Context: an optimization exercise on an open-source flow, tuned for small area. The choices shown serve that exercise and are no tape-out recipe. Function was checked by simulation only, so behaviour that the tests miss may differ from the original. No driver is modelled on the clock port, so clock power and skew are understated where the tree is cut down; a real chip needs a root buffer or a tree. Power figures rest on the tool's default switching activity, not on a simulated workload.

## maple
==> module Digital_clock, before the edit <==
module Digital_clock(input clk, reset, input [1:0] en, output reg [6:0] segments, output reg [3:0] anode);
reg [3:0] p;
reg [1:0] s;
reg [5:0] q;
reg [3:0] su, mu;
reg [2:0] st, mt;
wire ph4 = ~p[3] & ~p[1] & ~p[0];
wire ph9 = p[3] & p[2] & p[0];
wire en50 = ph9 & (~s[1] & s[0]);
wire t0 = en50 & (q[4] & q[3] & ~q[2] & ~q[1] & ~q[0]);
wire t1 = t0 & (su[3] & su[2] & ~su[1]);
wire t2 = t1 & (~st[2] & st[0]);
wire t3 = t2 & (mu[3] & mu[2] & ~mu[1]);
always @(posedge clk, posedge reset) begin
    if (reset) begin
        p <= 4'd14; s <= 2'd1; q <= 6'd0; su <= 4'd0; mu <= 4'd0; st <= 3'd0; mt <= 3'd0;
    end else begin
        p[0] <= (~p[3] & p[0]) | (p[3] & ~p[1] & ~p[0]);
        p[1] <= p[0];
        p[2] <= p[1];
        p[3] <= p[2];
        s[0] <= ph4 ? (s[1]) : s[0];
        s[1] <= ph4 ? (~s[0]) : s[1];
        q[0] <= en50 ? (~q[0]) : q[0];
        q[1] <= q[1] ^ (en50 & ((~q[5] & q[0]) | (~q[4] & q[0])));
        q[2] <= q[2] ^ (en50 & (q[1] & q[0]));
        q[3] <= q[3] ^ (en50 & (q[2] & q[1] & q[0]));
        q[4] <= q[4] ^ (en50 & ((q[5] & q[4] & q[0]) | (q[3] & q[2] & q[1] & q[0])));
        q[5] <= q[5] ^ (en50 & ((q[5] & q[4] & q[0]) | (q[4] & q[3] & q[2] & q[1] & q[0])));
        su[0] <= su[0] ^ (t0 & ((su[3] & ~su[1]) | (su[3] & su[2])));
        su[1] <= t0 ? (~su[0]) : su[1];
        su[2] <= t0 ? (su[1]) : su[2];
        su[3] <= t0 ? (~su[2]) : su[3];
        st[0] <= t1 ? (st[2]) : st[0];
        st[1] <= t1 ? (~st[0]) : st[1];
        st[2] <= t1 ? (st[1]) : st[2];
        mu[0] <= mu[0] ^ (t2 & ((mu[3] & ~mu[1]) | (mu[3] & mu[2])));
        mu[1] <= t2 ? (~mu[0]) : mu[1];
        mu[2] <= t2 ? (mu[1]) : mu[2];
        mu[3] <= t2 ? (~mu[2]) : mu[3];
        mt[0] <= t3 ? (mt[2]) : mt[0];
        mt[1] <= t3 ? (~mt[0]) : mt[1];
        mt[2] <= t3 ? (mt[1]) : mt[2];
    end
end
reg [3:0] d;
always @(*) begin
    case (s)
        2'd1: begin anode = 4'b1110; d = su; end
        2'd0: begin anode = 4'b1101; d = {1'b0, st[2], st[1], st[0]}; end
        2'd2: begin anode = 4'b1011; d = mu; end
        2'd3: begin anode = 4'b0111; d = {1'b0, mt[2], mt[1], mt[0]}; end
        default: begin anode = 4'b1110; d = su; end
    endcase
    segments[0] = ~d[2] & ~d[0];
    segments[1] = (d[3] & ~d[0]) | (~d[3] & d[1]);
    segments[2] = (~d[3] & d[0]) | (d[3] & ~d[2] & ~d[0]) | (~d[2] & d[1] & ~d[0]) | (d[2] & d[0]);
    segments[3] = (~d[3] & d[2] & ~d[1]) | (d[3] & ~d[2] & ~d[0]) | (~d[2] & d[1] & ~d[0]);
    segments[4] = d[2] & ~d[0];
    segments[5] = ~d[2] & ~d[1] & d[0];
    segments[6] = (~d[2] & d[1] & ~d[0]) | (~d[3] & d[2] & ~d[1]);
end
endmodule
==> flow/config.mk <==
export PLATFORM = sky130hd
export DESIGN_NAME = Digital_clock
export DESIGN_NICKNAME = Digital_clock
export VERILOG_FILES = /design/flow/design.v
export SDC_FILE = /design/flow/constraint.sdc
export NUM_CORES = 4
export LEC_CHECK = 0
export CAP_MARGIN = 0
export CORE_AREA = 3 3 61 61
export DIE_AREA = 0 0 64 64
export PLACE_DENSITY = 0.9
export SLEW_MARGIN = 0
==> flow/constraint.sdc <==
create_clock -name core_clock -period 10.0 [get_ports {clk}]
set_input_delay 2.0000 -clock core_clock [delete_from_list [all_inputs] [get_ports {clk}]]
set_output_delay 2.0000 -clock core_clock [all_outputs]
set_load 0.01 [all_outputs]
standard.sh (not shown) runs the stock make flow with config.mk's settings and CLKGATE_MAP_FILE= SYNTH_SCRIPT=/design/flow/synth_recipe.tcl, a recipe that flattens the netlist after the stock synthesis.
==> flow/flow/run.sh <==
#!/bin/bash
# Own layout flow: the standard ORFS flow (standard.sh) with these changes.
#  1. Technology mapping: synthesis is run once with each area-oriented ABC script
#     flow/abc_*.script in place of ORFS's delay-oriented one (the rest of synthesis
#     is unchanged, so the registers keep the standard synthesis's names and cell
#     types), and the layout is made from the one with the smallest cell area.
#  2. Ports are buffered with sky130_fd_sc_hd__buf_1 (every port still gets a buffer).
#  3. flow/cts_args.txt, if present, gives clock_tree_synthesis's arguments.
#  4. If flow/onebuf.tcl exists, it replaces clock_tree_synthesis: the clock tree is one
#     clock buffer that drives every register (the rest of the CTS step is unchanged).
# Each tool run's output goes to a log file of its own in this folder.
set -euo pipefail
here=$(pwd)
# keep every temporary file (Yosys/ABC make them) inside the work folder
mkdir -p "$here/tmp"
export TMPDIR="$here/tmp"
common=("BUFFER_PORTS_ARGS=-buffer_cell sky130_fd_sc_hd__buf_1")
if [[ -f "$here/flow/cts_args.txt" ]]; then
  common+=("CTS_ARGS=$(tr '\n' ' ' < "$here/flow/cts_args.txt")")
fi
best=""; best_area=""
for f in "$here"/flow/abc_*.script; do
  name=$(basename "$f" .script)
  rm -rf "$here/scripts_$name" "$here/try_$name"
  cp -r "$FLOW_HOME/scripts" "$here/scripts_$name"
  cp "$f" "$here/scripts_$name/abc_speed.script"
  if [[ -f "$here/flow/onebuf.tcl" ]]; then
    sed -i "s|^log_cmd clock_tree_synthesis .*|source $here/flow/onebuf.tcl|" "$here/scripts_$name/cts.tcl"
  fi
  if bash standard.sh "${common[@]}" SCRIPTS_DIR="$here/scripts_$name" WORK_HOME="$here/try_$name" synth \
      > "$here/synth_$name.log" 2>&1; then
    area=$(awk '/Chip area for module/ {print $NF}' "$here/try_$name"/reports/*/Digital_clock/base/synth_stat.txt | tail -1)
    echo "$name $area" >> "$here/synth_areas.log"
    if [[ -n "$area" ]] && { [[ -z "$best" ]] || awk -v a="$area" -v b="$best_area" 'BEGIN{exit !(a < b)}'; }; then
      best=$name; best_area=$area
    fi
  fi
done
echo "chosen $best $best_area" >> "$here/synth_areas.log"
bash standard.sh "${common[@]}" SCRIPTS_DIR="$here/scripts_$best" finish > "$here/layout.log" 2>&1
Other scripts of this flow, unchanged in this note and not shown: flow/flow/abc_A.script, flow/flow/abc_B.script, flow/flow/abc_B5.script, flow/flow/abc_B6.script, flow/flow/abc_B8.script, flow/flow/abc_M.script, flow/flow/abc_N.script, flow/flow/abc_O.script, flow/flow/abc_P.script, flow/flow/abc_Q.script, flow/flow/onebuf.tcl
[inputs] nickel vs maple
diff --git a/flow/design.v b/flow/design.v
--- a/flow/design.v
+++ b/flow/design.v
@@ -4,20 +4,20 @@
 reg [1:0] s;
 reg [5:0] q;
 reg [3:0] su, mu;
 reg [2:0] st, mt;
-wire ph4 = ~p[3] & ~p[1] & ~p[0];
-wire ph9 = p[3] & p[2] & p[0];
+wire ph4 = p[3] & p[2] & p[1];
+wire ph9 = p[3] & ~p[2] & ~p[1];
 wire en50 = ph9 & (~s[1] & s[0]);
 wire t0 = en50 & (q[4] & q[3] & ~q[2] & ~q[1] & ~q[0]);
 wire t1 = t0 & (su[3] & su[2] & ~su[1]);
 wire t2 = t1 & (~st[2] & st[0]);
 wire t3 = t2 & (mu[3] & mu[2] & ~mu[1]);
 always @(posedge clk, posedge reset) begin
     if (reset) begin
-        p <= 4'd14; s <= 2'd1; q <= 6'd0; su <= 4'd0; mu <= 4'd0; st <= 3'd0; mt <= 3'd0;
+        p <= 4'd0; s <= 2'd1; q <= 6'd0; su <= 4'd0; mu <= 4'd0; st <= 3'd0; mt <= 3'd0;
     end else begin
-        p[0] <= (~p[3] & p[0]) | (p[3] & ~p[1] & ~p[0]);
+        p[0] <= (~p[3] & ~p[2]) | (~p[1] & p[0]) | (p[3] & p[2] & p[1]);
         p[1] <= p[0];
         p[2] <= p[1];
         p[3] <= p[2];
         s[0] <= ph4 ? (s[1]) : s[0];
Setup slack (nickel over maple): increase, 0.25 ns
Reported for nickel and maple, number of buffers inserted for hold repair after clock tree synthesis turned out identical to the last digit.
Changes observed in nickel relative to maple: routed length per placed instance shows an increase of about 6.5%, count of fill cells added during filler insertion fell 15, combinational share of power stayed essentially flat, fraction of power spent switching nets shows an increase of 0.68 points.
| critical path arrival | nickel vs maple | 0.25 ns lower |
Power consumption on nickel is behind maple.
Clock power, nickel vs maple: up by a few percent
Summed area of non-filler cells in the final layout essentially unchanged between maple and nickel.
nickel and maple ended up with roughly the same area after synthesis.
maple -> nickel: global-route wire length before repair increased by more than 10%
Status: layout overhead on the synthesized area parity (nickel, maple)
In every run of this note, the design's own scripts or RTL, not TritonCTS, make the clock network.

port drivers added, routing unchanged:
The flow's constraints put no driver on any port. The routed layouts listed below were extracted and timed again, unchanged, in two steps.
Step 1 sets driving cells, clkbuf_16 on the clock port and buf_2 on the other inputs (assumed; they add their load-dependent delay and slew).
Step 2 also shifts input and output timing later by t, the mid clock arrival at the registers, as if the neighbouring blocks saw the same clock.
Slacks: ideal / step 1 / step 2; pairs: ideal / step 1.
run | shift t [ns] | slack for setup (ns) | worst hold slack (ns) | pins driven straight from the clock port
maple | 0.160 | 5.950 / 5.920 / 6.079 | 0.372 / 0.372 / 0.372 | 1
nickel | 0.161 | 6.198 / 6.168 / 6.329 | 0.389 / 0.389 / 0.389 | 1
After both steps setup and hold are still met in every run listed.
